This is an optimization exercise on Yosys and OpenROAD, whose aim is small area and a short achievable clock period, not a production implementation.
RTL that was checked went through simulation tests only; none was proved equivalent to the original.
No functional check of the RTL was part of run 4.
Power figures rest on the tool's default switching activity, not on a simulated workload.

==> design.v <==
`default_nettype none
module thinpad_cpu(
    input wire clk,
    input wire rst,
    output wire uart_rdn,
    output wire uart_wrn,
    input wire uart_dataready,
    input wire uart_tbre,
    input wire uart_tsre,
    input  wire[31:0] base_ram_data_i,
    output wire[31:0] base_ram_data_o,
    output wire base_ram_data_oe,
    output wire[19:0] base_ram_addr,
    output wire[3:0] base_ram_be_n,
    output wire base_ram_ce_n,
    output wire base_ram_oe_n,
    output wire base_ram_we_n,
    input  wire[31:0] ext_ram_data_i,
    output wire[31:0] ext_ram_data_o,
    output wire ext_ram_data_oe,
    output wire[19:0] ext_ram_addr,
    output wire[3:0] ext_ram_be_n,
    output wire ext_ram_ce_n,
    output wire ext_ram_oe_n,
    output wire ext_ram_we_n
);
    reg [31:0] PC;
    reg [31:0] ID_Instruction;
    reg [31:0] ID_PC_4;             
    reg        EX_MemRead, EX_MemWrite, EX_rw, EX_isBr, LastFlush;
    reg        EX_beq, EX_ismovn, EX_fwdALU, EX_op0;
    reg        EX_sADD, EX_sub, EX_sAND, EX_sOR, EX_sXOR, EX_sSL, EX_sSR, EX_sMOV, EX_fill;
    reg [1:0]  EX_m2r;
    reg [4:0]  EX_Rw;
    reg [31:0] EX_in1, EX_in2, EX_D2, EX_PCX;
    reg        MEM_MemRead, MEM_MemWrite, MEM_wen;
    reg        MEM_op0;
    reg [1:0]  MEM_m2r;
    reg [4:0]  MEM_Rw;
    reg [31:0] MEM_ALU, MEM_D2;
    reg [30:0] MEM_link;
    reg        WB_wen;
    reg [4:0]  WB_Rw;
    reg [31:0] WB_D3;
    wire [5:0] op = ID_Instruction[31:26];
    wire [5:0] fn = ID_Instruction[5:0];
    wire [4:0] rs = ID_Instruction[25:21];
    wire [4:0] rt = ID_Instruction[20:16];
    wire [4:0] rd = ID_Instruction[15:11];
    wire [15:0] imm = ID_Instruction[15:0];
    wire opz = (op == 6'h00);
    wire Exception = ~ID_PC_4[31] &
        ~(opz & (fn == 6'h21 | fn == 6'h24 | fn == 6'h08 | fn == 6'h0b |
                 fn == 6'h25 | fn == 6'h00 | fn == 6'h03 | fn == 6'h02 |
                 fn == 6'h06 | fn == 6'h26)) &
        ~(op == 6'h09 | op == 6'h0c | op == 6'h04 | op == 6'h07 |
          op == 6'h02 | op == 6'h03 | op == 6'h20 | op == 6'h0f |
          op == 6'h23 | op == 6'h0d | op == 6'h28 | op == 6'h2b |
          op == 6'h0e | op == 6'h05);
    wire ID_isBr  = ~Exception & (op == 6'h04 | op == 6'h05 | (op == 6'h07 & rt == 5'd0));
    wire ID_isJ   = ~Exception & ~ID_isBr & (op == 6'h03 | op == 6'h02);
    wire ID_isJR  = ~Exception & ~ID_isBr & ~(op == 6'h03 | op == 6'h02) & opz & fn == 6'h08;
    wire ID_RegWrite = Exception |
        ~(op == 6'h04 | op == 6'h07 | op == 6'h05 | op == 6'h02 |
          op == 6'h03 | op == 6'h2b | op == 6'h28 | (opz & fn == 6'h08));
    wire rd_rt = (op == 6'h09 | op == 6'h0c | op == 6'h20 | op == 6'h0f |
                  op == 6'h23 | op == 6'h0d | op == 6'h28 | op == 6'h0e);
    wire [4:0] ID_Rw = Exception ? 5'd26 : rd_rt ? rt : (op == 6'h03) ? 5'd31 : rd;
    wire ID_MemRead  = (op == 6'h23 | op == 6'h20);
    wire ID_MemWrite = (op == 6'h2b | op == 6'h28);
    wire [1:0] ID_m2r = (op == 6'h03 | Exception) ? 2'b10 : ID_MemRead ? 2'b01 : 2'b00;
    wire ALUSrc1 = opz & (fn == 6'h00 | fn == 6'h03 | fn == 6'h02);
    wire ALUSrc2 = (op == 6'h09 | op == 6'h0c | op == 6'h20 | op == 6'h23 | op == 6'h0d |
                    op == 6'h28 | op == 6'h0f | op == 6'h2b | op == 6'h0e);
    wire ExtOp = ~(op == 6'h0c | op == 6'h0d | op == 6'h0e | op == 6'h04 |
                   op == 6'h07 | op == 6'h05);
    wire LuOp = (op == 6'h0f);
    wire DoRead = ~(op == 6'h02 | op == 6'h03 | op == 6'h0f);
    wire [31:0] LU = LuOp ? {imm, 16'h0000} : {ExtOp ? 16'h0000 : {16{imm[15]}}, imm};
    wire opBr = (op == 6'h04 | op == 6'h05 | op == 6'h06 | op == 6'h07);
    wire fSL  = opz & (fn == 6'h00);
    wire fSRL = opz & (fn == 6'h02 | fn == 6'h06);
    wire fSRA = opz & (fn == 6'h03);
    wire fMOV = opz & (fn == 6'h0b);
    wire fSUB = opz & (fn == 6'h22 | fn == 6'h23);
    wire fAND = opz & (fn == 6'h24);
    wire fOR  = opz & (fn == 6'h25);
    wire fXOR = opz & (fn == 6'h26);
    wire ID_sub  = fSUB | opBr;
    wire ID_sAND = fAND;
    wire ID_sOR  = fOR | (op == 6'h0c);
    wire ID_sXOR = fXOR | (op == 6'h0d);
    wire ID_sSL  = fSL;
    wire ID_sSR  = fSRL | fSRA;
    wire ID_sMOV = fMOV;
    wire ID_sADD = ~(ID_sAND | ID_sOR | ID_sXOR | ID_sSL | ID_sSR | ID_sMOV);
    reg [31:0] rf [1:31];
    reg [31:1] rf_valid;
    always @(posedge clk)
        if (WB_wen) rf[WB_Rw] <= WB_D3;
    always @(posedge clk or posedge rst)
        if (rst) rf_valid <= 31'b0;
        else if (WB_wen) rf_valid[WB_Rw] <= 1'b1;
    wire [31:0] rf_r1 = rf[rs];
    wire [31:0] rf_r2 = rf[rt];
    wire v1 = rf_valid[rs];
    wire v2 = rf_valid[rt];
    wire [31:0] ID_Data1 = (rs != 5'd0 & DoRead & v1) ? rf_r1 :
                           (DoRead & rs == 5'd29) ? 32'h00000800 : 32'h0;
    wire [31:0] ID_Data2 = (rt != 5'd0 & DoRead & v2) ? rf_r2 :
                           (DoRead & rt == 5'd29) ? 32'h00000800 : 32'h0;
    wire [32:0] sum33 = {EX_in1, EX_sub} + {EX_in2, EX_sub};
    wire [31:0] sum = sum33[32:1];
    wire [63:0] shx = {{32{EX_fill & EX_in2[31]}}, EX_in2} >> EX_in1[4:0];
    wire [31:0] shr = shx[31:0];
    wire [31:0] shl;
    genvar g;
    generate for (g = 0; g < 32; g = g + 1) begin : rev
        assign shl[g] = shr[31-g];
    end endgenerate
    wire [31:0] ALU_out =
        ({32{EX_sADD}} & sum) |
        ({32{EX_sAND}} & (EX_in1 & EX_in2)) |
        ({32{EX_sOR}}  & (EX_in1 | EX_in2)) |
        ({32{EX_sXOR}} & (EX_in1 ^ EX_in2)) |
        ({32{EX_sSL}}  & shl) |
        ({32{EX_sSR}}  & shr) |
        ({32{EX_sMOV}} & EX_in1);
    wire eq = &(EX_in1 ^ EX_in2);      
    wire take = EX_isBr & (EX_beq ? eq : ~eq);
    wire Flush_IF_and_ID = take & ~LastFlush;
    wire EX_mnw = EX_ismovn & (EX_D2 == 32'h0);
    wire EX_fwd = EX_rw & ~EX_mnw;
    wire [31:0] EX_Data3 = EX_fwdALU ? ALU_out : {1'b0, EX_PCX[30:0]};
    wire mem_ce = MEM_MemRead | MEM_MemWrite;
    wire u_f8 = (MEM_ALU == 32'hbfd003f8);
    wire u_fc = (MEM_ALU == 32'hbfd003fc);
    wire isuart = u_f8 | u_fc;
    wire pc_base  = ~(PC[31:22] == 10'b1000000001);
    wire mem_base = ~(MEM_ALU[31:22] == 10'b1000000001);
    wire sel = mem_ce ? mem_base : pc_base;
    wire Stall;
    wire on = ~rst;
    wire mem_acc = mem_ce & ~isuart;
    wire wr = MEM_MemWrite;
    wire fetch_oe = on & ~(mem_ce & (isuart | wr));
    assign base_ram_ce_n = ~(on & sel & ~(mem_ce & isuart));
    assign ext_ram_ce_n  = ~(on & ~sel & ~(mem_ce & isuart));
    assign base_ram_we_n = ~(on & mem_acc & wr & sel);
    assign ext_ram_we_n  = ~(on & mem_acc & wr & ~sel);
    assign base_ram_oe_n = ~(fetch_oe & sel);
    assign ext_ram_oe_n  = ~(fetch_oe & ~sel);
    wire [3:0] lane = (MEM_ALU[1:0] == 2'b11) ? 4'b0111 :
                      (MEM_ALU[1:0] == 2'b10) ? 4'b1011 :
                      (MEM_ALU[1:0] == 2'b01) ? 4'b1101 : 4'b1110;
    wire [3:0] be_n = (mem_ce & wr & ~MEM_op0) ? lane : 4'b0000;
    assign base_ram_be_n = be_n;
    assign ext_ram_be_n = be_n;
    wire [19:0] addr = Stall ? MEM_ALU[21:2] : PC[21:2];
    assign base_ram_addr = addr;
    assign ext_ram_addr = addr;
    wire write_flag = on & mem_ce & wr & (u_f8 | ~isuart);
    assign base_ram_data_oe = write_flag & sel;
    assign ext_ram_data_oe = write_flag & ~sel;
    wire [31:0] wdata = MEM_op0 ? MEM_D2 : {4{MEM_D2[7:0]}};
    assign base_ram_data_o = wdata;
    assign ext_ram_data_o = wdata;
    assign uart_wrn = ~(on & mem_ce & wr & u_f8);
    assign uart_rdn = ~(on & mem_ce & ~wr & u_f8);
    wire [31:0] rdata = mem_base ? base_ram_data_i : ext_ram_data_i;
    wire [7:0] rbyte = (MEM_ALU[1:0] == 2'b11) ? rdata[31:24] :
                       (MEM_ALU[1:0] == 2'b10) ? rdata[23:16] :
                       (MEM_ALU[1:0] == 2'b01) ? rdata[15:8] : rdata[7:0];
    wire [31:0] ldata = u_fc ? {30'b0, uart_dataready, uart_tbre & uart_tsre} :
                        u_f8 ? {24'b0, base_ram_data_i[7:0]} :
                        MEM_op0 ? rdata : {{24{rbyte[7]}}, rbyte};
    wire [31:0] MEM_Data3 = MEM_m2r[1] ? {1'b0, MEM_link} :
                            MEM_m2r[0] ? ldata : MEM_ALU;
    wire fA_ex  = EX_fwd  & (EX_Rw == rs);
    wire fA_mem = MEM_wen & (MEM_Rw == rs);
    wire fA_wb  = WB_wen  & (WB_Rw == rs);
    wire fB_ex  = EX_fwd  & (EX_Rw == rt);
    wire fB_mem = MEM_wen & (MEM_Rw == rt);
    wire fB_wb  = WB_wen  & (WB_Rw == rt);
    wire [31:0] Data1w = fA_ex ? EX_Data3 : fA_mem ? MEM_Data3 : fA_wb ? WB_D3 : ID_Data1;
    wire [31:0] Data2w = fB_ex ? EX_Data3 : fB_mem ? MEM_Data3 : fB_wb ? WB_D3 : ID_Data2;
    assign Stall = (EX_MemRead & ((EX_Rw == rs) | (EX_Rw == rt))) | mem_ce |
                   ((ID_MemRead | ID_MemWrite) & EX_MemWrite);
    wire kill = Stall | Flush_IF_and_ID;
    wire [31:0] IF_PC_4 = {PC[31], PC[30:0] + 31'd4};
    wire [31:0] Jump_target = {ID_PC_4[31:28], ID_Instruction[25:0], 2'b00};
    wire [31:0] PC_next = take ? EX_PCX :
                          ID_isJ ? Jump_target :
                          ID_isJR ? Data1w :
                          Exception ? 32'h80000008 : IF_PC_4;
    wire [31:0] IF_PC = Stall ? PC : PC_next;
    wire Flush = ID_isJ | ID_isJR | Flush_IF_and_ID;
    wire [31:0] IF_Instruction = pc_base ? base_ram_data_i : ext_ram_data_i;
    always @(posedge clk or posedge rst)
        if (rst) PC <= 32'h80000000;
        else PC <= IF_PC;
    always @(posedge clk or posedge rst)
        if (rst) ID_Instruction <= 32'b0;
        else if (Flush) ID_Instruction <= 32'b0;
        else if (!Stall) ID_Instruction <= IF_Instruction;
    always @(posedge clk)
        if (Flush) ID_PC_4 <= IF_PC;
        else if (!Stall) ID_PC_4 <= IF_PC_4;
    wire [31:0] src2 = ALUSrc2 ? LU : Data2w;
    wire [31:0] rev2;
    generate for (g = 0; g < 32; g = g + 1) begin : rv2
        assign rev2[g] = Data2w[31-g];
    end endgenerate
    always @(posedge clk or posedge rst)
        if (rst) begin
            EX_MemRead <= 1'b0; EX_MemWrite <= 1'b0; EX_rw <= 1'b0;
            EX_isBr <= 1'b0; LastFlush <= 1'b0;
        end else begin
            EX_MemRead <= ID_MemRead & ~kill;
            EX_MemWrite <= ID_MemWrite & ~kill;
            EX_rw <= ID_RegWrite & ~kill & (ID_Rw != 5'd0);
            EX_isBr <= ID_isBr;
            LastFlush <= Flush_IF_and_ID;
        end
    always @(posedge clk) begin
        EX_beq <= (op == 6'h04);
        EX_ismovn <= fMOV;
        EX_fwdALU <= (ID_m2r == 2'b00);
        EX_m2r <= ID_m2r;
        EX_op0 <= op[0];
        EX_Rw <= ID_Rw;
        EX_sADD <= ID_sADD; EX_sub <= ID_sub; EX_sAND <= ID_sAND; EX_sOR <= ID_sOR;
        EX_sXOR <= ID_sXOR; EX_sSL <= ID_sSL; EX_sSR <= ID_sSR; EX_sMOV <= ID_sMOV;
        EX_fill <= fSRA;
        EX_in1 <= ALUSrc1 ? {27'b0, ID_Instruction[10:6]} : Data1w;
        EX_in2 <= fSL ? rev2 : ID_sub ? ~src2 : src2;
        EX_D2 <= Data2w;
        EX_PCX <= ID_isBr ? ID_PC_4 + {LU[29:0], 2'b00} : ID_PC_4;
    end
    always @(posedge clk or posedge rst)
        if (rst) begin
            MEM_MemRead <= 1'b0; MEM_MemWrite <= 1'b0; MEM_wen <= 1'b0; WB_wen <= 1'b0;
        end else begin
            MEM_MemRead <= EX_MemRead; MEM_MemWrite <= EX_MemWrite; MEM_wen <= EX_fwd;
            WB_wen <= MEM_wen;
        end
    always @(posedge clk) begin
        MEM_op0 <= EX_op0;
        MEM_m2r <= EX_m2r;
        MEM_Rw <= EX_Rw;
        MEM_ALU <= ALU_out;
        MEM_D2 <= EX_D2;
        MEM_link <= EX_PCX[30:0];
        WB_Rw <= MEM_Rw;
        WB_D3 <= MEM_Data3;
    end
endmodule
`default_nettype wire
==> run.sh <==
#!/bin/bash
# synth_recipe.tcl (not shown) runs the flow's synth.tcl, then flattens the netlist and writes it again
# the make line also repeats each setting of config.mk as NAME=value (left out here)
make -C /OpenROAD-flow-scripts/flow DESIGN_CONFIG=/design/flow/config.mk WORK_HOME=/design/flow/orfs CLKGATE_MAP_FILE= SYNTH_SCRIPT=/design/flow/synth_recipe.tcl finish
==> config.mk <==
export PLATFORM = sky130hd
export DESIGN_NAME = thinpad_cpu
export DESIGN_NICKNAME = thinpad_cpu
export VERILOG_FILES = /design/flow/design.v
export SDC_FILE = /design/flow/constraint.sdc
export NUM_CORES = 4
export LEC_CHECK = 0
export CAP_MARGIN = 20
export CORE_MARGIN = 2
export CORE_UTILIZATION = 30
export PLACE_DENSITY = 0.5
export SLEW_MARGIN = 20
==> constraint.sdc <==
create_clock -name core_clock -period 11.0 [get_ports {clk}]
set_input_delay 2.2000 -clock core_clock [delete_from_list [all_inputs] [get_ports {clk}]]
set_output_delay 2.2000 -clock core_clock [all_outputs]
set_load 0.01 [all_outputs]
==> impl_metrics.ini, run 1 <==
[grt]
grt_use_met1 = 0.3246
gr-total-overflow = 0
grt_pass1_vias = 54860
antenna_found_initial = 12
grt_usage = 0.2453
grt_pass1_wl_mm = 446.6
grt_busiest_layer = met2
grt_use_met2 = 0.3800
grt_max_degree = 127
met3_usage = 0.04884

[floorplanning]
fp.dieH_um = 509.1
io_pins = 191
dieArea_um2 = 259100
num_rows = 185
initial_core_util = 0.3014
die_x_um = 509.1
core_um2 = 253900

[yosys]
ys_seq_area_frac = 0.5109
syn_nets = 6098
synth-async-reset-ratio = 0.07350
ys_types = 124
synth_edf_count = 1024
ys_ff_latch = 1415
avgSynthCellArea_um2 = 12.93
netlist_area_um2 = 76520
syn_inst = 5917
synth_ff_type = edfxtp_1
ys.warnings.count = 1

[cells_and_area]
multi_input_area_um2 = 34330
drive_gt1_frac = 0.1903
layout_commonest_cell = edfxtp_1
fin_nets = 6111
area_growth_pct = 13.66
fillCellCount = 24620
final_cell_mix = 1024 x edfxtp_1, 544 x mux4_2, 543 x nand2_1
final-seq-area_um2 = 39160

[clocking]
cts_sinks = 1415
cts-hold-fix-buffers = 0
clk_pin_slew_ns = 0.06
cts_buffer_depth = 3
post_cts_buffers = 0
cts_buffers = 165
cts_tree = yes
clk_latency_ns = 0.87
root_buffer = clkbuf_16
htree_levels = 4
ctsResizeCount = 0

[detailed_routing]
dr.pass1.iters = 9
viasPerCell = 6.004
vias = 56670
dr.first_iter.drc_count = 7351
ant_nets = 0
routed_wirelength_mm = 324.8
drc = 0
wire_per_inst_um = 34.41

[outcome]
status = finished clean

[place]
globalplace.congestion = 1.003
port_buffers = 190
hpwlAfterDp_mm = 215.3

[sta]
setup-tns-final_ns = 0
final.min_clock_period_ns = 6.917
fmaxAchievable_mhz = 144.6
slew_headroom = 0.1366
rsz0062_at_grt = false
timing.final.crit_share = 0.6288
final.setup_skew_ns = 0.07493
setup_viol = 0
slew_viol_final = 0
worst_pin_slew_ns = 1.295
final-hold-violation-count = 0

[critical_path]
ff2ff_setup_slack_ns = 4.78
worst_ep_required_time_ns = 8.80
startpoint_type = register
worstSetupPathType = register to output pin
cp.arrival_ns = 4.72
endpoint_kind = output pin
worstPathMaxFanout = 44

[pwr]
p_clk_frac = 0.180
power.internal_mw = 16.32
p_switching_mw = 14.43
power_density_nw_per_um2 = 353.5
ir_drop_uv = 192.6
combPwrFrac = 0.521
switching_share = 0.4693
power_frac_seq = 0.299
total_power_mw = 30.75
power_leakage_nw = 30.01

[min_path]
hold_path_class = register to register

[flow_run]
cap_violations = 0
-- layout make-up --
cell class	count	area share
diodes	8	0.0002302
clock buffers	222	0.05183
well taps	3366	0.04842
multi-input cells	3839	0.3946
inverters	140	0.006085
repair buffers	369	0.03803
flip-flops and latches	1415	0.4502
clock inverters	80	0.01050
-- flip-flops by register name, summed over array words and instances, names as in the netlist, 2 cells and up --
register	flops
ID_PC_4	32
WB_Rw	5
PC	32
MEM_D2	32
MEM_Rw	5
MEM_ALU	32
MEM_m2r	2
MEM_link	31
ID_Instruction	32
rf_valid	31
rf	992
EX_in2	32
EX_PCX	32
WB_D3	32
EX_D2	32
EX_in1	32
EX_m2r	2
EX_Rw	5
-- kinds of logic after synthesis --
family                   Yosys count  synth area share
AO/OA/AOI/OAI                   1347            0.1222
XOR/XNOR                         103           0.01179
adder cells (fa/ha/maj)          112           0.01851
buffers and inverters            663           0.04516
flip-flops                      1415            0.5109
multiplexers                     830            0.2033
AND/OR/NAND/NOR                 1447           0.08803
-- cell usage after synthesis (100+ instances only) --
library cell / count / area [um2]
inv_1: 131 / 491.7
mux4_2: 544 / 12250
dfrtp_1: 103 / 2577
edfxtp_1: 1024 / 30750
nand2_1: 544 / 2042
nor2_1: 385 / 1445
dfxtp_1: 287 / 5746
ha_1: 110 / 1376
buf_4: 100 / 750.7
a211oi_1: 209 / 1569
clkbuf_1: 224 / 840.8
o21ai_0: 219 / 1096
a21oi_1: 247 / 1236
mux2i_1: 235 / 2352
-- per-layer routing --
metal	vias up	part of all wire
met4	6	0.060
li1	23320	-
met1	29610	0.40
met5	-	0.00016
met3	648	0.085
met2	3089	0.45
-- final timing paths --
path,start,end,cells after the start
setup / recovery,ID_Instruction[23]$_DFFE_PP0P_,ext_ram_addr[10],8
hold / removal,EX_op0$_DFF_P_,MEM_op0$_DFF_P_,0
setup reg to reg,ID_Instruction[31]$_DFFE_PP0P_,EX_PCX[30]$_DFF_P_,18
hold reg to reg,EX_op0$_DFF_P_,MEM_op0$_DFF_P_,0
max in group asynchronous,rst,PC[13]$_DFF_PP0_,3
min in group asynchronous,rst,rf_valid[3]$_DFFE_PP0P_,2
-- worst max-delay path: stages, from the launching register on --
cell             delay, ns
dfrtp_4               0.86
xor2_1                0.21
nor3_1                0.08
nand3_1               0.21
nand2_1               0.18
a221o_2               0.41
buf_4                 0.30
o21ai_0               0.85
clkdlybuf4s50_1       0.70
-- power groups by stage --
stage	clock [mW]	sequential, mW	combinational (mW)
floorplan	0	8.24	9.89
global placement	0	9.19	15.6
detailed placement	0	9.23	15.6
CTS	5.61	9.13	15.7
global route	5.80	9.29	16.6
finish	5.53	9.18	16.0
-- stage by stage --
step / hold WS, ns / instance area (um2) / util / setup WS (ns) / std cells
after floorplan: 0.3096 / 76520 / - / 3.560 / 5917
after global placement: 0.3134 / 81490 / 0.3209 / 4.156 / 9129
after detailed placement: 0.3136 / 81520 / 0.3210 / 4.224 / 9129
after CTS: 0.3266 / 86940 / 0.3424 / 4.104 / 9431
after global routing: 0.3326 / 86960 / 0.3425 / 4.015 / 9434
final: 0.3188 / 86980 / 0.3425 / 4.083 / 9439
==> run 2: changes to the inputs <==
--- a/design.v
+++ b/design.v
@@ -24,6 +24,7 @@
     output wire ext_ram_oe_n,
     output wire ext_ram_we_n
 );
+    genvar g;
     reg [31:0] PC;
     reg [31:0] ID_Instruction;
     reg [31:0] ID_PC_4;             
@@ -41,7 +42,6 @@
     reg [30:0] MEM_link;
     reg        WB_wen;
     reg [4:0]  WB_Rw;
-    reg [31:0] WB_D3;
     wire [5:0] op = ID_Instruction[31:26];
     wire [5:0] fn = ID_Instruction[5:0];
     wire [4:0] rs = ID_Instruction[25:21];
@@ -97,24 +97,36 @@
     reg [31:0] rf [1:31];
     reg [31:1] rf_valid;
     always @(posedge clk)
-        if (WB_wen) rf[WB_Rw] <= WB_D3;
+        if (MEM_wen) rf[MEM_Rw] <= MEM_Data3;
     always @(posedge clk or posedge rst)
         if (rst) rf_valid <= 31'b0;
-        else if (WB_wen) rf_valid[WB_Rw] <= 1'b1;
-    wire [31:0] rf_r1 = rf[rs];
-    wire [31:0] rf_r2 = rf[rt];
-    wire v1 = rf_valid[rs];
-    wire v2 = rf_valid[rt];
-    wire [31:0] ID_Data1 = (rs != 5'd0 & DoRead & v1) ? rf_r1 :
-                           (DoRead & rs == 5'd29) ? 32'h00000800 : 32'h0;
-    wire [31:0] ID_Data2 = (rt != 5'd0 & DoRead & v2) ? rf_r2 :
-                           (DoRead & rt == 5'd29) ? 32'h00000800 : 32'h0;
+        else if (MEM_wen) rf_valid[MEM_Rw] <= 1'b1;
+    wire [31:1] dec1, dec2;
+    generate for (g = 1; g < 32; g = g + 1) begin : dec
+        assign dec1[g] = (rs == g);
+        assign dec2[g] = (rt == g);
+    end endgenerate
+    reg [31:0] rf_r1, rf_r2;
+    reg v1, v2;
+    integer k;
+    always @(*) begin
+        rf_r1 = 32'h0; rf_r2 = 32'h0; v1 = 1'b0; v2 = 1'b0;
+        for (k = 1; k < 32; k = k + 1) begin
+            rf_r1 = rf_r1 | ({32{dec1[k]}} & rf[k]);
+            rf_r2 = rf_r2 | ({32{dec2[k]}} & rf[k]);
+            v1 = v1 | (dec1[k] & rf_valid[k]);
+            v2 = v2 | (dec2[k] & rf_valid[k]);
+        end
+    end
+    wire rd1 = DoRead | (WB_wen & WB_Rw == rs);
+    wire rd2 = DoRead | (WB_wen & WB_Rw == rt);
+    wire [31:0] ID_Data1 = (rd1 & v1) ? rf_r1 : (rd1 & rs == 5'd29) ? 32'h00000800 : 32'h0;
+    wire [31:0] ID_Data2 = (rd2 & v2) ? rf_r2 : (rd2 & rt == 5'd29) ? 32'h00000800 : 32'h0;
     wire [32:0] sum33 = {EX_in1, EX_sub} + {EX_in2, EX_sub};
     wire [31:0] sum = sum33[32:1];
     wire [63:0] shx = {{32{EX_fill & EX_in2[31]}}, EX_in2} >> EX_in1[4:0];
     wire [31:0] shr = shx[31:0];
     wire [31:0] shl;
-    genvar g;
     generate for (g = 0; g < 32; g = g + 1) begin : rev
         assign shl[g] = shr[31-g];
     end endgenerate
@@ -178,12 +190,10 @@
                             MEM_m2r[0] ? ldata : MEM_ALU;
     wire fA_ex  = EX_fwd  & (EX_Rw == rs);
     wire fA_mem = MEM_wen & (MEM_Rw == rs);
-    wire fA_wb  = WB_wen  & (WB_Rw == rs);
     wire fB_ex  = EX_fwd  & (EX_Rw == rt);
     wire fB_mem = MEM_wen & (MEM_Rw == rt);
-    wire fB_wb  = WB_wen  & (WB_Rw == rt);
-    wire [31:0] Data1w = fA_ex ? EX_Data3 : fA_mem ? MEM_Data3 : fA_wb ? WB_D3 : ID_Data1;
-    wire [31:0] Data2w = fB_ex ? EX_Data3 : fB_mem ? MEM_Data3 : fB_wb ? WB_D3 : ID_Data2;
+    wire [31:0] Data1w = fA_ex ? EX_Data3 : fA_mem ? MEM_Data3 : ID_Data1;
+    wire [31:0] Data2w = fB_ex ? EX_Data3 : fB_mem ? MEM_Data3 : ID_Data2;
     assign Stall = (EX_MemRead & ((EX_Rw == rs) | (EX_Rw == rt))) | mem_ce |
                    ((ID_MemRead | ID_MemWrite) & EX_MemWrite);
     wire kill = Stall | Flush_IF_and_ID;
@@ -252,7 +262,6 @@
         MEM_D2 <= EX_D2;
         MEM_link <= EX_PCX[30:0];
         WB_Rw <= MEM_Rw;
-        WB_D3 <= MEM_Data3;
     end
 endmodule
 `default_nettype wire
==> run 2 against run 1 <==
  * Clock-buffer cell count decreased by 35
  * First-iteration DRC count increased by 83%
  * Core utilization increased by 0.72 points
  * Via count increased by 16%
  * Flip-flop and latch count decreased by 32
  * Worst setup slack improved by 0.075 ns
  * Largest cell class unchanged
  * Area after synthesis decreased by 8.3%
  * Critical path type unchanged
  * Sequential share of layout area increased by 2.3 points
  * Critical endpoint is now base_ram_addr[16]
==> impl_metrics.ini, run 2 <==
[outcome]
status = finished clean

[critical_path]
crit_chain = buf_4 -> xnor2_1 -> nand3_1 -> nor3_1 -> o21ai_0 -> nand2_1 -> a21oi_4 -> buf_4 -> nand2_1 -> nand2_1 -> clkdlybuf4s50_1
path_buf_inv = 3
endpoint_kind = output pin
slowest_delay_ns = 0.71
critPathMostFrequentCell = nand2_1
ff2ff_setup_slack_ns = 5.03
worstPathMaxFanout = 59
cp.arrival_ns = 4.64
crit_cells = 11
ff2ff_path_depth = 13
r2r_start = EX_in1[3]$_DFF_P_
slowest_stage = a21oi_4
r2r-end = ID_PC_4[29]$_DFFE_PP_
startpoint_type = register
crit_family = buffers and inverters
worstSetupPathType = register to output pin
worst_ep_required_time_ns = 8.80

[place]
dp_cells = 9277
hpwlAfterDp_mm = 250.4
globalplace.congestion = 1.005
port_buffers = 190

[detailed_routing]
drc = 0
wire_per_inst_um = 41.96
vias = 65470
dr.pass1.iters = 9
viasPerCell = 6.839
routed_wirelength_mm = 401.7
ant_nets = 0
dr.first_iter.drc_count = 13440

[yosys]
avgSynthCellArea_um2 = 11.05
synth_edf_count = 1024
yosysMostFrequentCell = edfxtp_1
synth-async-reset-ratio = 0.07520
synth.area.top_cells = edfxtp_1 44%, a22oi_1 8.1%, dfxtp_1 7.3%
netlist_area_um2 = 70200
yosys.area.top_type_share = 0.4380
syn_nets = 6532
ys_types = 98
syn_inst = 6354
ys.warnings.count = 1
ys_seq_area_frac = 0.5478
synth_ff_type = edfxtp_1
ys_ff_latch = 1383
synth.top_cells.by_count = 1024 x edfxtp_1, 758 x a22oi_1, 591 x nand2_1, 384 x clkbuf_1, 333 x nor2_1
post-synth-top-area-cell = edfxtp_1

[cells_and_area]
largest_reg_flops = 992
fin_util = 0.3497
top_register = rf
fillCellCount = 22950
fin_nets = 6564
area_growth_pct = 15.85
final_cells = 9573
drive_gt1_frac = 0.1145
layout_commonest_cell = edfxtp_1
final_cell_mix = 1024 x edfxtp_1, 758 x a22oi_1, 590 x nand2_1

[sta]
slew_viol_final = 0
final-hold-violation-count = 0
fmaxAchievable_mhz = 146.2
slew_headroom = 0.1393
final.setup_skew_ns = 0.05828
setup_viol = 0
setup-tns-final_ns = 0
hold-worst-slack_ns = 0.3263
final.min_clock_period_ns = 6.842
worst_pin_slew_ns = 1.274
rsz0062_at_grt = false
timing.final.crit_share = 0.6220

[floorplanning]
fp.dieH_um = 487.7
core_um2 = 232500
dieArea_um2 = 237900
io_pins = 191
die_x_um = 487.7
initial_core_util = 0.3019
num_rows = 177

[grt]
grt_usage = 0.3256
grt_pass1_vias = 60310
grt_pass1_wl_mm = 532.6
gr-total-overflow = 0
grt_max_degree = 71
antenna_found_initial = 38

[clocking]
ctsResizeCount = 0
htree_levels = 4
post_cts_buffers = 0
cts_tree = yes
clk_pin_slew_ns = 0.05
root_buffer = clkbuf_16
clk_latency_ns = 0.84
cts_sinks = 1383
cts-hold-fix-buffers = 0
cts_buffers = 150
cts_buffer_depth = 3

[pwr]
ir_drop_uv = 213.0
power_density_nw_per_um2 = 345.8
power_leakage_nw = 29.16
total_power_mw = 28.12

[flow_run]
cap_violations = 0

[min_path]
hp-start = EX_op0$_DFF_P_
hold_depth = 0
hold_path_class = register to register
holdPathEnd = MEM_op0$_DFF_P_
==> run 2: worst register-to-register path: stages, from the launching register on <==
cell	delay (ns)
dfxtp_1	0.31
buf_4	0.40
clkinv_1	0.68
ha_1	0.68
and3_1	0.24
a221oi_1	0.21
o21a_1	0.34
nor4_1	0.85
o311ai_1	0.32
a31oi_1	0.43
a31oi_1	0.21
o21ai_0	0.53
a31oi_1	0.19
mux2_2	0.32
==> run 2: worst max-delay path by stage <==
| stage | startpoint | to | slack [ns] |
|---|---|---|---|
| 2_1_floorplan | rst | ext_ram_data_oe | 3.58 |
| 3_3_place_gp | rst | base_ram_we_n | 4.27 |
| 3_5_place_dp | rst | base_ram_we_n | 4.29 |
| 4_1_cts | ID_Instruction[25]$_DFFE_PP0P_ | base_ram_addr[16] | 4.12 |
| 5_1_grt | ID_Instruction[20]$_DFFE_PP0P_ | ext_ram_addr[10] | 3.88 |
| 6_report | ID_Instruction[21]$_DFFE_PP0P_ | base_ram_addr[16] | 4.16 |
==> run 2: kinds of logic (layout without fill, tap and decap cells) <==
logic type | count (synthesis) | count (layout) | share of synthesized area
other | 0 | 22 | 0
buffers and inverters | 687 | 841 | 0.04121
xor gates and xnor gates | 98 | 98 | 0.01223
AOI/OAI and AO/OA | 1932 | 1932 | 0.2039
adders and majority gates | 109 | 109 | 0.01964
DFF | 1383 | 1383 | 0.5478
muxes | 183 | 183 | 0.03541
and+or+nand+nor | 1962 | 1962 | 0.1398
==> run 2: stage by stage <==
step | setup WS, ns | area, um2
2_1_floorplan | 3.582 | 70200
3_3_place_gp | 4.275 | 76080
3_5_place_dp | 4.290 | 76080
4_1_cts | 4.118 | 81250
5_1_grt | 3.885 | 81280
6_report | 4.158 | 81330
==> run 2: area by class of cell <==
class / instances / area (um2) / area share
sequential: 1383 / 38470 / 0.4730
multi-input combinational: 4284 / 29610 / 0.3641
clock buffer: 187 / 4038 / 0.04965
tap: 3043 / 3807 / 0.04682
timing repair buffer: 430 / 3704 / 0.04554
clock inverter: 87 / 1126 / 0.01385
inverter: 137 / 519.2 / 0.006385
antenna: 22 / 55.05 / 0.0006769
==> run 2: where the power goes <==
group	internal (mW)	switching, mW	leakage, nW	total [mW]
registers	7.54	1.27	12.8	8.81
clock network	3.11	2.35	2.48	5.45
logic	3.75	10.1	13.9	13.9
==> run 2: metal layers <==
layer,global-route usage,share of wire,up-vias
li1,-,-,25080
met1,0.4019,0.36,32380
met2,0.4742,0.42,6342
met3,0.1187,0.15,1657
met4,0.2180,0.083,16
met5,0,0.00026,-
==> run 3: changes to the inputs <==
--- a/config.mk
+++ b/config.mk
@@ -9,4 +9,5 @@
 export CORE_MARGIN = 2
 export CORE_UTILIZATION = 30
 export PLACE_DENSITY = 0.5
+export SETUP_SLACK_MARGIN = 5
 export SLEW_MARGIN = 20
==> run 3 against run 2 <==
  * Still clean on timing, DRC and antenna
  * Clock-buffer cell count up 15
  * Sequential share of layout area hardly changed
  * Critical path depth decreased by 3
  * Via count grew 0.39%
  * Worst hold slack improved by 0.0041 ns
  * Clock skew down 0.015 ns
  * Area after synthesis unchanged
  * Register-to-register slack better by 0.15 ns
  * Wire length increased by 0.65%
  * Synthesized cell count stayed put
  * Largest cell class unchanged
==> impl_metrics.ini, run 3 <==
[detailed_routing]
routed_wirelength_mm = 404.4
viasPerCell = 6.859
wire_per_inst_um = 42.19
dr.pass1.iters = 18
ant_nets = 0
vias = 65730
dr.first_iter.drc_count = 12940
drc = 0

[clocking]
clk_latency_ns = 0.84
cts_buffer_depth = 3
clk_pin_slew_ns = 0.06
cts_buffers = 152
htree_levels = 4
root_buffer = clkbuf_16
cts-hold-fix-buffers = 0
cts_sinks = 1383
cts_tree = yes

[critical_path]
endpoint_kind = output pin
worst_ep_required_time_ns = 8.80
worstSetupPathType = register to output pin
critical_path.startpoint = MEM_ALU[3]$_DFF_P_
worstPathMaxFanout = 7
r2r_start = ID_Instruction[20]$_DFFE_PP0P_
cp.arrival_ns = 3.74
startpoint_type = register

[place]
hpwlAfterDp_mm = 246.8
globalplace.congestion = 1.015
port_buffers = 190
dp_cells = 9281

[sta]
setup_viol = 0
rsz0062_at_grt = false
slew_headroom = 0.06871
timing.final.crit_share = 0.5398
final.setup_skew_ns = 0.04354
setup-tns-final_ns = 0
fmaxAchievable_mhz = 168.4
hold-worst-slack_ns = 0.3305
final.min_clock_period_ns = 5.938
final-hold-violation-count = 0
worst_pin_slew_ns = 1.397
slew_viol_final = 0

[cells_and_area]
fillCellCount = 22930
final_cells = 9583
layout_commonest_cell = edfxtp_1
area_growth_pct = 15.94
largest_reg_flops = 992
top_register = rf
drive_gt1_frac = 0.1150
final_cell_mix = 1024 x edfxtp_1, 758 x a22oi_1, 589 x nand2_1
fin_nets = 6581

[yosys]
yosysMostFrequentCell = edfxtp_1
ys.warnings.count = 1
avgSynthCellArea_um2 = 11.05
ys_seq_area_frac = 0.5478
yosys.area.top_type_share = 0.4380
synth_xor_area_frac = 0.01223
synth-async-reset-ratio = 0.07520
synth_top_family_by_area = compound AO/OA/AOI/OAI gates
synth.top_cells.by_count = 1024 x edfxtp_1, 758 x a22oi_1, 591 x nand2_1, 384 x clkbuf_1, 333 x nor2_1
syn_nets = 6532
ys_types = 98
synth_compound_area_frac = 0.2039
synth.area.top_cells = edfxtp_1 44%, a22oi_1 8.1%, dfxtp_1 7.3%
syn_inst = 6354
synthAdderAreaFrac = 0.01964
netlist_area_um2 = 70200
synth-simple-area-share = 0.1398
synth_ff_type = edfxtp_1
synthMuxAreaShare = 0.03541
ys_ff_latch = 1383
synth_edf_count = 1024
post-synth-top-area-cell = edfxtp_1

[floorplanning]
dieArea_um2 = 237900
die_x_um = 487.7
io_pins = 191
core_um2 = 232500
initial_core_util = 0.3019
fp.dieH_um = 487.7
num_rows = 177

[min_path]
hold_path_class = register to register
hp-start = EX_m2r[1]$_DFF_P_

[flow_run]
cap_violations = 0

[pwr]
power_density_nw_per_um2 = 343.7
power_leakage_nw = 29.17
ir_drop_uv = 293.2
total_power_mw = 27.97

[grt]
gr-total-overflow = 0
grt_pass1_vias = 60430
antenna_found_initial = 29
grt_usage = 0.3270
grt_pass1_wl_mm = 533.2
grt_max_degree = 65

[outcome]
status = finished clean
-- run 3: final timing paths --
kind                       slack (ns)                        endpoint  depth (start not counted)
hold / removal                   0.33              MEM_m2r[1]$_DFF_P_                          0
setup / recovery                 5.06                   base_ram_we_n                          8
max in group asynchronous        8.54  ID_Instruction[26]$_DFFE_PP0P_                          4
hold reg to reg                  0.33              MEM_m2r[1]$_DFF_P_                          0
min in group asynchronous        1.53                 PC[0]$_DFF_PP0_                          3
setup reg to reg                 5.18               EX_in2[4]$_DFF_P_                         14
-- run 3: cells by family after synthesis --
family	after synthesis
AOI/OAI and AO/OA	1932
xor gates and xnor gates	98
adders and majority gates	109
buffers and inverters	687
DFF	1383
muxes	183
and+or+nand+nor	1962
-- run 3: area by class of cell --
type / count / area [um2] / area share
repair buffers: 443 / 3929 / 0.04827
repair inverters: 1 / 5.005 / 0.00006149
multi-input cells: 4285 / 29720 / 0.3651
inverters: 137 / 518.0 / 0.006364
clock buffers: 202 / 4156 / 0.05107
diodes: 21 / 52.55 / 0.0006456
well taps: 3043 / 3807 / 0.04678
clock inverters: 68 / 742.0 / 0.009116
flip-flops and latches: 1383 / 38470 / 0.4726
-- run 3: per-layer routing --
metal  routed length [um]  vias to the layer above  track usage
met1               143400                    32660       0.3999
met3                57070                     1698       0.1176
li1                     -                    25110            -
met2               169000                     6253       0.4781
met5                   77                        -    0.0006124
met4                34880                       10       0.2271
-- run 3: worst max-delay path, cell delays in order (launching register included) --
cell and delay, ns:
dfxtp_1 0.54, nand4_1 0.35, or4_1 0.75, nor2_4 0.28, nand2_1 0.14, nand3_1 0.11
nor2_1 0.07, o21ai_2 0.11, clkdlybuf4s50_1 0.56
-- run 3: timing repair --
item / in CTS / in global routing
endpoints found under the setup margin: 49 / 44
buffers inserted: 5 / 1
pin swaps: 3 / 0
gates cloned: 3 / 1
gates resized for setup: 25 / 9
-- run 3: report_power, final --
part           internal [mW]  switching, mW
logic                   3.81           10.2
registers               7.54           1.21
clock network           2.91           2.30
total                   14.3           13.7
-- run 3: stage by stage --
step / util / setup WS, ns / area (um2)
after floorplan: - / 4.456 / 70210
after CTS: 0.3493 / 5.000 / 81230
final: 0.3500 / 5.062 / 81400
after detailed placement: 0.3274 / 3.821 / 76140
after global routing: 0.3498 / 4.996 / 81350
after global placement: 0.3274 / 3.792 / 76120
==> run 4: changes to the inputs <==
--- a/design.v
+++ b/design.v
@@ -151,7 +151,7 @@
     wire pc_base  = ~(PC[31:22] == 10'b1000000001);
     wire mem_base = ~(MEM_ALU[31:22] == 10'b1000000001);
     wire sel = mem_ce ? mem_base : pc_base;
-    wire Stall;
+    reg Stall;    
     wire on = ~rst;
     wire mem_acc = mem_ce & ~isuart;
     wire wr = MEM_MemWrite;
@@ -194,8 +194,16 @@
     wire fB_mem = MEM_wen & (MEM_Rw == rt);
     wire [31:0] Data1w = fA_ex ? EX_Data3 : fA_mem ? MEM_Data3 : ID_Data1;
     wire [31:0] Data2w = fB_ex ? EX_Data3 : fB_mem ? MEM_Data3 : ID_Data2;
-    assign Stall = (EX_MemRead & ((EX_Rw == rs) | (EX_Rw == rt))) | mem_ce |
-                   ((ID_MemRead | ID_MemWrite) & EX_MemWrite);
+    wire [31:0] IF_Instruction = pc_base ? base_ram_data_i : ext_ram_data_i;
+    wire [5:0] n_op = IF_Instruction[31:26];
+    wire n_isMem = (n_op == 6'h23 | n_op == 6'h20 | n_op == 6'h2b | n_op == 6'h28);
+    wire Stall_next = EX_MemRead | EX_MemWrite |
+        (~Stall & ~Flush_IF_and_ID &
+         ((ID_MemRead & ((ID_Rw == IF_Instruction[25:21]) | (ID_Rw == IF_Instruction[20:16]))) |
+          (ID_MemWrite & n_isMem)));
+    always @(posedge clk or posedge rst)
+        if (rst) Stall <= 1'b0;
+        else Stall <= Stall_next;
     wire kill = Stall | Flush_IF_and_ID;
     wire [31:0] IF_PC_4 = {PC[31], PC[30:0] + 31'd4};
     wire [31:0] Jump_target = {ID_PC_4[31:28], ID_Instruction[25:0], 2'b00};
@@ -205,7 +213,6 @@
                           Exception ? 32'h80000008 : IF_PC_4;
     wire [31:0] IF_PC = Stall ? PC : PC_next;
     wire Flush = ID_isJ | ID_isJR | Flush_IF_and_ID;
-    wire [31:0] IF_Instruction = pc_base ? base_ram_data_i : ext_ram_data_i;
     always @(posedge clk or posedge rst)
         if (rst) PC <= 32'h80000000;
         else PC <= IF_PC;
@@ -245,7 +252,7 @@
         EX_in1 <= ALUSrc1 ? {27'b0, ID_Instruction[10:6]} : Data1w;
         EX_in2 <= fSL ? rev2 : ID_sub ? ~src2 : src2;
         EX_D2 <= Data2w;
-        EX_PCX <= ID_isBr ? ID_PC_4 + {LU[29:0], 2'b00} : ID_PC_4;
+        EX_PCX <= ID_isBr ? ID_PC_4 + {{14{imm[15]}}, imm, 2'b00} : ID_PC_4;
     end
     always @(posedge clk or posedge rst)
         if (rst) begin
==> flow/run.sh (new file) <==
#!/bin/bash
set -euo pipefail
bash standard.sh SETUP_SLACK_MARGIN=6.0 finish > standard_flow.log 2>&1
==> standard.sh (new file) <==
#!/bin/bash
# synth_recipe.tcl (not shown) runs the flow's synth.tcl, then flattens the netlist and writes it again
# the make line also repeats each setting of config.mk as NAME=value (left out here)
make -C /OpenROAD-flow-scripts/flow DESIGN_CONFIG=/design/flow/config.mk WORK_HOME=/design/flow/orfs CLKGATE_MAP_FILE= SYNTH_SCRIPT=/design/flow/synth_recipe.tcl "${@:-finish}"
--- a/config.mk
+++ b/config.mk
@@ -9,5 +9,4 @@
 export CORE_MARGIN = 2
 export CORE_UTILIZATION = 30
 export PLACE_DENSITY = 0.5
-export SETUP_SLACK_MARGIN = 5
 export SLEW_MARGIN = 20
removed: run.sh
==> run 4 against run 3 <==
  * Clock power grew 2%
  * Critical path depth grew 3
  * Highest routed layer unchanged
  * Combinational power shrank 4%
  * Design area grew 3.4%
  * Largest cell class unchanged
  * Fmax grew 12%
  * First-iteration DRC count grew 12%
  * Core utilization grew 0.34 points
  * Still clean on timing, DRC and antenna
  * Total power shrank 1.6%
==> impl_metrics.ini, run 4 <==
[sta]
rsz0062_at_grt = true
final.min_clock_period_ns = 5.315
setup_ws_ns = 5.685
final-hold-violation-count = 0
slew_viol_final = 0
worst_pin_slew_ns = 1.362
final.setup_skew_ns = 0.05363
timing.final.crit_share = 0.4832
slew_headroom = 0.08270
fmaxAchievable_mhz = 188.2
setup_viol = 0
setup-tns-final_ns = 0

[detailed_routing]
drc = 0
wire_per_inst_um = 41.85
dr.pass1.iters = 10
vias = 68860
viasPerCell = 6.903
ant_nets = 0
routed_wirelength_mm = 417.4
dr.first_iter.drc_count = 14480

[yosys]
synth_top_family_by_area = compound AO/OA/AOI/OAI gates
synth_compound_area_frac = 0.2019
ys.warnings.count = 1
synthMuxAreaShare = 0.03260
ys_types = 117
ys_seq_area_frac = 0.5350
synthAdderAreaFrac = 0.01931
ys_ff_latch = 1384
yosys.area.top_type_share = 0.4275
synth_xor_area_frac = 0.01278
synth-simple-area-share = 0.1542
synth.top_cells.by_count = 1024 x edfxtp_1, 695 x a22oi_1, 499 x nand2_1, 402 x nor2_1, 359 x and3_1
synth.area.top_cells = edfxtp_1 43%, a22oi_1 7.3%, dfxtp_1 7.1%
yosysMostFrequentCell = edfxtp_1
netlist_area_um2 = 71930
avgSynthCellArea_um2 = 10.96
post-synth-top-area-cell = edfxtp_1
synth_ff_type = edfxtp_1
synth-async-reset-ratio = 0.07587
syn_nets = 6740
syn_inst = 6562
synth_edf_count = 1024

[critical_path]
worstSetupPathType = register to register
ff2ff_setup_slack_ns = 5.69
crit_chain = buf_4 -> or3b_2 -> nor2_4 -> buf_4 -> a22oi_1 -> nand3_1 -> or4_1 -> a21oi_1 -> a22oi_1 -> a222oi_1 -> a221oi_1
slowest_stage = nor2_4
slowest_delay_ns = 0.87
cp.arrival_ns = 6.03
worstPathMaxFanout = 20
worst_ep_required_time_ns = 11.72
startpoint_type = register
path_buf_inv = 2
crit_family = simple AND/OR/NAND/NOR gates
endpoint_kind = register

[clocking]
cts-hold-fix-buffers = 0
htree_levels = 4
cts_sinks = 1384
clk_pin_slew_ns = 0.06
cts_buffers = 152
clk_latency_ns = 0.86
cts_tree = yes
cts_buffer_depth = 3
root_buffer = clkbuf_16

[cells_and_area]
area_growth_pct = 16.96
drive_gt1_frac = 0.1379
top_register = rf
fillCellCount = 23340
largest_reg_flops = 992
layout_commonest_cell = edfxtp_1
final_cell_mix = 1024 x edfxtp_1, 693 x a22oi_1, 491 x nand2_1
fin_nets = 6832
finalInstanceArea_um2 = 84130
fin_util = 0.3534

[pwr]
power_leakage_nw = 30.33
power_density_nw_per_um2 = 327.2
ir_drop_uv = 259.4

[outcome]
status = finished clean

[flow_run]
cap_violations = 0

[place]
dp_slack_ns = 4.935
hpwlAfterDp_mm = 258.3
globalplace.congestion = 0.9913
port_buffers = 190
post_dp_cell_area_um2 = 78210

[floorplanning]
core_um2 = 238100
die_x_um = 493.7
num_rows = 179
initial_core_util = 0.3021
io_pins = 191
fp.dieH_um = 493.7
dieArea_um2 = 243700

[grt]
grt_pass1_vias = 62780
grt_max_degree = 70
gr-total-overflow = 0
grt_pass1_wl_mm = 550.9
grt_usage = 0.3278
antenna_found_initial = 44

[min_path]
hold_path_class = register to register
run 4: cells by family after synthesis:
logic type / Yosys count
mux: 174
simple gates: 2127
fa+ha+maj: 110
flops: 1384
compound gates: 1959
xor+xnor: 105
buf+inv: 703
run 4: area by class of cell:
cell class                 instances  area (um2)  share of cell area
inverter                         147       571.8            0.006796
timing repair inverter             1       5.005          0.00005949
multi-input combinational       4475       31630              0.3759
clock inverter                    80       947.2             0.01126
timing repair buffer             493        4328             0.05144
sequential                      1384       38510              0.4577
clock buffer                     194        4094             0.04866
antenna                           34       85.08            0.001011
tap                             3167        3963             0.04710
run 4: power by group:
part           internal, mW  switching, mW  leakage, nW
sequential             7.61           1.15         12.8
clock                  2.95           2.36         2.45
combinational          3.63           9.83         15.1
total                  14.2           13.3         30.3
run 4: what timing repair did:
action | CTS | global route
gates resized for setup | 108 | 54
gates cloned | 1 | 3
endpoints found under the setup margin | 216 | 112
pin swaps | 6 | 8
buffers inserted | 12 | 22
run 4: path summary, 6_finish.rpt:
kind	depth (start not counted)	to	from
max	11	PC[8]$_DFF_PP0_	ID_Instruction[23]$_DFFE_PP0P_
min	0	MEM_op0$_DFF_P_	EX_op0$_DFF_P_
max reg2reg	11	PC[8]$_DFF_PP0_	ID_Instruction[23]$_DFFE_PP0P_
min reg2reg	0	MEM_op0$_DFF_P_	EX_op0$_DFF_P_
max in group asynchronous	4	PC[25]$_DFF_PP0_	rst
min in group asynchronous	3	ID_Instruction[30]$_DFFE_PP0P_	rst
run 4: layer usage:
metal  vias up  track usage  wire length (um)
met1     33740       0.3944            145900
li1      26080            -                 -
met5         -     0.003523               168
met4        18       0.2448             40490
met2      7019       0.4798            171700
met3      2005       0.1167             59150
run 4: metrics by stage:
stage | total power [mW] | cells | hold WS [ns]
after global placement | 21.16 | 9628 | 0.3109
after detailed placement | 21.22 | 9628 | 0.3143
after floorplan | 14.71 | 6562 | 0.3096
after CTS | 26.55 | 9915 | 0.3281
final | 27.53 | 9975 | 0.3267
after global routing | 27.83 | 9946 | 0.3333
==> run 5: changes to the inputs <==
--- a/design.v
+++ b/design.v
@@ -35,7 +35,7 @@
     reg [4:0]  EX_Rw;
     reg [31:0] EX_in1, EX_in2, EX_D2, EX_PCX;
     reg        MEM_MemRead, MEM_MemWrite, MEM_wen;
-    reg        MEM_op0;
+    reg        MEM_op0, MEM_uf8, MEM_ufc, MEM_base;
     reg [1:0]  MEM_m2r;
     reg [4:0]  MEM_Rw;
     reg [31:0] MEM_ALU, MEM_D2;
@@ -145,11 +145,11 @@
     wire EX_fwd = EX_rw & ~EX_mnw;
     wire [31:0] EX_Data3 = EX_fwdALU ? ALU_out : {1'b0, EX_PCX[30:0]};
     wire mem_ce = MEM_MemRead | MEM_MemWrite;
-    wire u_f8 = (MEM_ALU == 32'hbfd003f8);
-    wire u_fc = (MEM_ALU == 32'hbfd003fc);
+    wire u_f8 = MEM_uf8;
+    wire u_fc = MEM_ufc;
     wire isuart = u_f8 | u_fc;
     wire pc_base  = ~(PC[31:22] == 10'b1000000001);
-    wire mem_base = ~(MEM_ALU[31:22] == 10'b1000000001);
+    wire mem_base = MEM_base;
     wire sel = mem_ce ? mem_base : pc_base;
     reg Stall;    
     wire on = ~rst;
@@ -174,12 +174,11 @@
     wire write_flag = on & mem_ce & wr & (u_f8 | ~isuart);
     assign base_ram_data_oe = write_flag & sel;
     assign ext_ram_data_oe = write_flag & ~sel;
-    wire [31:0] wdata = MEM_op0 ? MEM_D2 : {4{MEM_D2[7:0]}};
-    assign base_ram_data_o = wdata;
-    assign ext_ram_data_o = wdata;
+    assign base_ram_data_o = MEM_D2;
+    assign ext_ram_data_o = MEM_D2;
     assign uart_wrn = ~(on & mem_ce & wr & u_f8);
     assign uart_rdn = ~(on & mem_ce & ~wr & u_f8);
-    wire [31:0] rdata = mem_base ? base_ram_data_i : ext_ram_data_i;
+    wire [31:0] rdata = sel ? base_ram_data_i : ext_ram_data_i;
     wire [7:0] rbyte = (MEM_ALU[1:0] == 2'b11) ? rdata[31:24] :
                        (MEM_ALU[1:0] == 2'b10) ? rdata[23:16] :
                        (MEM_ALU[1:0] == 2'b01) ? rdata[15:8] : rdata[7:0];
@@ -194,7 +193,7 @@
     wire fB_mem = MEM_wen & (MEM_Rw == rt);
     wire [31:0] Data1w = fA_ex ? EX_Data3 : fA_mem ? MEM_Data3 : ID_Data1;
     wire [31:0] Data2w = fB_ex ? EX_Data3 : fB_mem ? MEM_Data3 : ID_Data2;
-    wire [31:0] IF_Instruction = pc_base ? base_ram_data_i : ext_ram_data_i;
+    wire [31:0] IF_Instruction = rdata;
     wire [5:0] n_op = IF_Instruction[31:26];
     wire n_isMem = (n_op == 6'h23 | n_op == 6'h20 | n_op == 6'h2b | n_op == 6'h28);
     wire Stall_next = EX_MemRead | EX_MemWrite |
@@ -266,7 +265,10 @@
         MEM_m2r <= EX_m2r;
         MEM_Rw <= EX_Rw;
         MEM_ALU <= ALU_out;
-        MEM_D2 <= EX_D2;
+        MEM_D2 <= EX_op0 ? EX_D2 : {4{EX_D2[7:0]}};
+        MEM_uf8 <= (ALU_out == 32'hbfd003f8);
+        MEM_ufc <= (ALU_out == 32'hbfd003fc);
+        MEM_base <= ~(ALU_out[31:22] == 10'b1000000001);
         MEM_link <= EX_PCX[30:0];
         WB_Rw <= MEM_Rw;
     end
==> flow/run.sh (replaced) <==
#!/bin/bash
set -euo pipefail
bash standard.sh SETUP_SLACK_MARGIN=6.4 \
  "BUFFER_PORTS_ARGS=-buffer_cell sky130_fd_sc_hd__buf_2" \
  "CTS_ARGS=-sink_clustering_enable -repair_clock_nets -dont_use_dummy_load -sink_clustering_size 20 -sink_clustering_max_diameter 60 -buf_list sky130_fd_sc_hd__clkbuf_16" \
  finish > standard_flow.log 2>&1
==> run 5 against run 4 <==
  * Sequential share of layout area is 2.2 points higher
  * Global-route usage is 0.26 points higher
  * Critical path depth grew 2
  * Combinational power rose by 13%
  * Worst setup slack improved by 0.26 ns
  * Clock power decreased by 29%
  * Sequential power shrank 0.8%
  * Fmax increased by 5.2%
  * Via count down 4.0%
  * Largest cell class unchanged
  * Largest power group unchanged
  * Worst hold slack worse by 0.0033 ns
  * Non-clock buffer count is 57 higher
  * Synthesized cell count fell by 3.4%
==> impl_metrics.ini, run 5 <==
[outcome]
status = finished clean

[floorplanning]
dieArea_um2 = 235600
die_x_um = 485.4
fp.dieH_um = 485.4
initial_core_util = 0.3022
io_pins = 191
core_um2 = 230100
num_rows = 176

[sta]
setup-tns-final_ns = 0
setup_viol = 0
final.setup_skew_ns = 0.1291
final.min_clock_period_ns = 5.052
rsz0062_at_grt = true
slew_headroom = 0.1033
timing.final.crit_share = 0.4593
worst_pin_slew_ns = 1.340
final-hold-violation-count = 0
fmaxAchievable_mhz = 197.9
slew_viol_final = 0
setup_ws_ns = 5.948

[grt]
antenna_found_initial = 37
grt_max_degree = 58
grt_pass1_wl_mm = 537.1
grt_usage = 0.3303
gr-total-overflow = 0
grt_pass1_vias = 60030

[yosys]
ys_types = 101
ys_ff_latch = 1387
yosysMostFrequentCell = edfxtp_1
syn_nets = 6516
post-synth-top-area-cell = edfxtp_1
synth.top_cells.by_count = 1024 x edfxtp_1, 874 x a22oi_1, 626 x nand2_1, 425 x nor2_1, 354 x clkbuf_1
synth-async-reset-ratio = 0.07570
synth_ff_type = edfxtp_1
ys_seq_area_frac = 0.5543
synth.area.top_cells = edfxtp_1 44%, a22oi_1 9.4%, dfxtp_1 7.4%
netlist_area_um2 = 69530
avgSynthCellArea_um2 = 10.97
yosys.area.top_type_share = 0.4422
synth_edf_count = 1024
syn_inst = 6338
ys.warnings.count = 1

[cells_and_area]
layout_commonest_cell = edfxtp_1
area_growth_pct = 15.73
final_cells = 9560
top_register = rf
final_cell_mix = 1024 x edfxtp_1, 872 x a22oi_1, 620 x nand2_1
largest_reg_flops = 992
drive_gt1_frac = 0.1750
fin_util = 0.3497
fin_nets = 6696

[detailed_routing]
dr.max_layer_used = met5
vias = 66090
dr_wl_met3_mm = 64.98
ant_nets = 0
dr.pass1.iters = 21
drc = 0
viasPerCell = 6.913
wl_met1_mm = 143.8
dr.first_iter.drc_count = 14200
wire_per_inst_um = 42.73
routed_wirelength_mm = 408.5
wl_met2_mm = 164.3

[pwr]
ir_drop_uv = 299.3
power_leakage_nw = 28.65
power_density_nw_per_um2 = 343.4
total_power_mw = 27.63

[clocking]
cts_sinks = 1387
cts-hold-fix-buffers = 0
clk_pin_slew_ns = 0.07
htree_levels = 3
cts_buffers = 117
root_buffer = clkbuf_16
cts_tree = yes
cts_buffer_depth = 3
clk_latency_ns = 0.83

[critical_path]
cp.arrival_ns = 5.58
worstPathMaxFanout = 28
startpoint_type = register
r2r_start = EX_in1[1]$_DFF_P_
endpoint_kind = register
worst_ep_required_time_ns = 11.53
critical_path.startpoint = EX_in1[1]$_DFF_P_
worstSetupPathType = register to register

[place]
port_buffers = 190
globalplace.congestion = 1.002
hpwlAfterDp_mm = 246.4
dp_cells = 9314
dp_slack_ns = 4.847

[min_path]
hold_path_class = register to register
hp-start = EX_m2r[1]$_DFF_P_

[flow_run]
cap_violations = 0
==> run 5: what timing repair did <==
action / 4_1_cts / 5_1_grt
hold endpoints to repair: 0 / 0
setup buffers: 48 / 38
endpoints found under the setup margin: 250 / 118
pin swaps: 35 / 27
resized for setup: 151 / 76
cloned: 17 / 6
==> run 5: final timing paths <==
path,end,slack (ns),cells past startpoint
max in group asynchronous,MEM_MemWrite$_DFF_PP0_,7.62,6
setup / recovery,EX_in2[29]$_DFF_P_,5.95,13
min in group asynchronous,ID_Instruction[1]$_DFFE_PP0P_,2.02,5
setup reg to reg,EX_in2[29]$_DFF_P_,5.95,13
hold / removal,MEM_m2r[1]$_DFF_P_,0.32,0
hold reg to reg,MEM_m2r[1]$_DFF_P_,0.32,0
==> run 5: cell families after synthesis <==
kind of cell | count (synthesis) | share of synthesized area
adder cells (fa/ha/maj) | 109 | 0.01983
AND/OR/NAND/NOR | 1838 | 0.1247
AO/OA/AOI/OAI | 2052 | 0.2115
flip-flops | 1387 | 0.5543
buffers and inverters | 658 | 0.03921
multiplexers | 178 | 0.03588
XOR/XNOR | 116 | 0.01461
==> run 5: metrics by stage <==
step                      hold slack, ns  instance area (um2)
after floorplan                   0.3096                69970
after global placement            0.3161                75220
after detailed placement          0.3120                75460
after CTS                         0.3234                79620
after global routing              0.3407                80430
final                             0.3235                80470
==> run 5: routing by layer <==
layer  vias up  global-route usage
met3      1759              0.1402
met5         -            0.003470
li1      24980                   -
met2      6761              0.4728
met1     32550              0.4059
met4        34              0.2113
==> run 5: layout make-up <==
| class | instances | area, um2 |
|---|---|---|
| Fill cell | 22610 | 149600 |
| Sequential cell | 1387 | 38580 |
| Multi-Input combinational cell | 4308 | 30370 |
| Timing Repair Buffer | 550 | 4159 |
| Tap cell | 3026 | 3786 |
| Clock buffer | 117 | 2928 |
| Inverter | 154 | 608.1 |
| Antenna cell | 18 | 45.04 |
==> run 5: critical path, cell delays in order, from the launching register on <==
cell      delay [ns]
dfxtp_4         0.42
buf_12          0.19
buf_12          0.22
mux2_4          0.32
a22oi_2         0.23
a21oi_1         0.17
mux4_2          0.55
a221o_1         0.43
a311o_1         0.29
o32a_2          0.47
a211oi_1        0.27
o21bai_4        0.24
mux2_1          0.41
o31ai_4         0.58
==> run 5: where the power goes <==
part	total (mW)	switching [mW]	internal, mW
clock	3.78	1.92	1.85
sequential	8.69	1.06	7.62
combinational	15.2	11.0	4.20
==> run 6: changes to the inputs <==
==> flow/run.sh (replaced) <==
#!/bin/bash
set -euo pipefail
bash standard.sh SETUP_SLACK_MARGIN=6.1 \
  "BUFFER_PORTS_ARGS=-buffer_cell sky130_fd_sc_hd__buf_2" \
  "CTS_ARGS=-sink_clustering_enable -repair_clock_nets -dont_use_dummy_load -sink_clustering_size 20 -sink_clustering_max_diameter 60 -buf_list sky130_fd_sc_hd__clkbuf_16" \
  finish > standard_flow.log 2>&1
==> run 6 against run 5 <==
  * Via count is 1.5% lower
  * Design area decreased by 1.7%
  * Clock power is 3% lower
  * Highest routed layer unchanged
==> impl_metrics.ini, run 6 <==
[yosys]
synth_edf_count = 1024
ys_types = 101
ys_ff_latch = 1387
netlist_area_um2 = 69530
yosys.area.top_type_share = 0.4422
post-synth-top-area-cell = edfxtp_1
yosysMostFrequentCell = edfxtp_1
ys.warnings.count = 1
synth.top_cells.by_count = 1024 x edfxtp_1, 874 x a22oi_1, 626 x nand2_1, 425 x nor2_1, 354 x clkbuf_1
synth-async-reset-ratio = 0.07570
synth.area.top_cells = edfxtp_1 44%, a22oi_1 9.4%, dfxtp_1 7.4%
syn_nets = 6516
ys_seq_area_frac = 0.5543
syn_inst = 6338
synth_ff_type = edfxtp_1
avgSynthCellArea_um2 = 10.97

[critical_path]
worst_ep_required_time_ns = 11.60
endpoint_kind = register
startpoint_type = register
ff2ff_path_depth = 12
cp.arrival_ns = 5.67
worstSetupPathType = register to register
worstPathMaxFanout = 30

[sta]
final.min_clock_period_ns = 5.061
setup_viol = 0
timing.final.crit_share = 0.4601
fmaxAchievable_mhz = 197.6
final.setup_skew_ns = 0.1108
final-hold-violation-count = 0
setup-tns-final_ns = 0
worst_pin_slew_ns = 1.188
slew_headroom = 0.2077
slew_viol_final = 0
setup_ws_ns = 5.939
rsz0062_at_grt = true

[cells_and_area]
multi_input_area_um2 = 29750
layout_commonest_cell = edfxtp_1
fillCellCount = 22700
finalInstanceArea_um2 = 79100
largest_reg_flops = 992
final-seq-area_um2 = 38570
area_growth_pct = 13.76
final_cell_mix = 1024 x edfxtp_1, 872 x a22oi_1, 622 x nand2_1
drive_gt1_frac = 0.1563
final_cells = 9506
fin_nets = 6637
top_register = rf

[floorplanning]
initial_core_util = 0.3022
io_pins = 191
die_x_um = 485.4
core_um2 = 230100
num_rows = 176
fp.dieH_um = 485.4
dieArea_um2 = 235600

[pwr]
switching_share = 0.5004
power_leakage_nw = 28.08
combPwrFrac = 0.532
power_density_nw_per_um2 = 334.8
power.internal_mw = 13.23
p_clk_frac = 0.139
p_switching_mw = 13.25
ir_drop_uv = 321.5
power_frac_seq = 0.329
total_power_mw = 26.49

[grt]
grt_max_degree = 61
grt_pass1_wl_mm = 522.8
grt_pass1_vias = 59230
gr-total-overflow = 0
grt_usage = 0.3202
antenna_found_initial = 31

[place]
post_dp_cell_area_um2 = 75120
globalplace.congestion = 0.9985
port_buffers = 190
dp_cells = 9310
hpwlAfterDp_mm = 241.1
dp_slack_ns = 4.869

[detailed_routing]
viasPerCell = 6.846
wire_per_inst_um = 41.73
dr.first_iter.drc_count = 13940
drc = 0
dr.pass1.iters = 10
routed_wirelength_mm = 396.7
ant_nets = 0
vias = 65080

[flow_run]
cap_violations = 0

[outcome]
status = finished clean

[clocking]
cts_buffers = 112
clk_latency_ns = 0.83
cts_buffer_depth = 3
clk_pin_slew_ns = 0.07
htree_levels = 3
cts_sinks = 1387
cts-hold-fix-buffers = 0
cts_tree = yes
root_buffer = clkbuf_16

[min_path]
hold_path_class = register to register
hold_depth = 0
[run 6: cell types whose count changed in the layout (fill, tap and decap cells not counted), moves of 7 or more]
cell and delta:
nor3_1 +9, buf_6 -16, a21oi_4 -7, clkbuf_16 -10, a21oi_1 +9, o21ai_0 +7, nor4_1 +7, nor3_2 -8
buf_4 -16
[run 6: final cells by class]
cell class,count,share of cell area
diodes,23,0.0007276
clock buffers,112,0.03543
inverters,154,0.007545
multi-input cells,4297,0.3761
flip-flops and latches,1387,0.4876
well taps,3026,0.04786
repair buffers,506,0.04461
repair inverters,1,0.00006327
[run 6: layer usage]
metal,track usage,up-vias,part of all wire
li1,-,24870,-
met1,0.3988,32130,0.35
met5,0.003470,-,0.00081
met3,0.1268,1594,0.16
met2,0.4547,6470,0.41
met4,0.2141,18,0.084
[run 6: through the flow]
step	util	hold WS (ns)
6_report	0.3437	0.3350
2_1_floorplan	-	0.3096
5_1_grt	0.3435	0.3532
3_5_place_dp	0.3264	0.3212
3_3_place_gp	0.3263	0.3127
4_1_cts	0.3414	0.3340
[run 6: repair_timing]
item	in CTS	in global routing
pin swaps	14	16
gates cloned	2	3
setup endpoints to repair	199	139
setup buffers	33	23
gates resized for setup	89	51
[run 6: cell families (layout without fill, tap and decap cells)]
family / after synthesis / in the layout / synth area share
fa+ha+maj: 109 / 109 / 0.01983
other cells: 0 / 23 / 0
compound gates: 2052 / 2056 / 0.2115
simple gates: 1838 / 1838 / 0.1247
flops: 1387 / 1387 / 0.5543
mux: 178 / 178 / 0.03588
buf+inv: 658 / 773 / 0.03921
xor+xnor: 116 / 116 / 0.01461
[run 6: final timing paths]
path / start / to / slack [ns]
worst max-delay path: ID_Instruction[25]$_DFFE_PP0P_ / ID_PC_4[1]$_DFFE_PP_ / 5.94
worst min-delay path: EX_m2r[1]$_DFF_P_ / MEM_m2r[1]$_DFF_P_ / 0.34
worst max register to register: ID_Instruction[25]$_DFFE_PP0P_ / ID_PC_4[1]$_DFFE_PP_ / 5.94
worst min register to register: EX_m2r[1]$_DFF_P_ / MEM_m2r[1]$_DFF_P_ / 0.34
max in group asynchronous: rst / ID_Instruction[16]$_DFFE_PP0P_ / 7.47
min in group asynchronous: rst / PC[7]$_DFF_PP0_ / 2.00
[run 6: power groups by stage]
stage                     Combinational [mW]  Clock, mW  Sequential (mW)
after floorplan                         6.94          0             8.19
after global placement                  12.8          0             8.76
after detailed placement                12.8          0             8.75
after CTS                               13.0       3.66             8.66
after global routing                    14.3       3.84             8.77
final                                   14.1       3.67             8.72
[run 6: critical path, cell delays in order (launching register included)]
cell	delay (ns)
dfrtp_1	0.33
buf_4	0.39
nand3_1	0.41
nor2_4	0.78
buf_4	0.65
a22oi_1	0.18
nand3_1	0.13
nor2_1	0.05
a21oi_1	0.82
a21oi_1	0.27
a21oi_1	0.44
a21oi_1	0.16
o31ai_1	0.23

## static timing again, ports no longer ideal
In the flow no input, the clock included, has a driving cell. The finished layouts below were timed again as built, in two steps. Step 1, drivers: a clkbuf_16 drives clk and a buf_2 each remaining input, both assumed. Step 2 moves the port delays by t, midway between the first and last clock arrival at a register: inputs arrive t later, outputs are due t later. That takes back most of the time a late clock gives input paths. a / b / c = no drivers / after step 1 / after step 2; a / b = the first two.
run	t (ns)	setup slack, ns	worst register clock-pin slew, ns
run 1	0.918	4.083 / 3.993 / 4.272	0.07 / 0.07
run 2	0.899	4.158 / 4.066 / 4.515	0.09 / 0.09
run 3	0.915	5.062 / 4.967 / 4.852	0.07 / 0.07
run 4	0.928	5.685 / 5.685 / 5.209	0.07 / 0.07
run 5	0.860	5.948 / 5.923 / 5.343	0.09 / 0.09
run 6	0.869	5.939 / 5.928 / 5.313	0.09 / 0.09
After both steps every run listed still meets setup and hold. For run 6, which loses most, drivers alone change the setup slack by -0.011 ns; drivers and shift together by -0.626 ns.
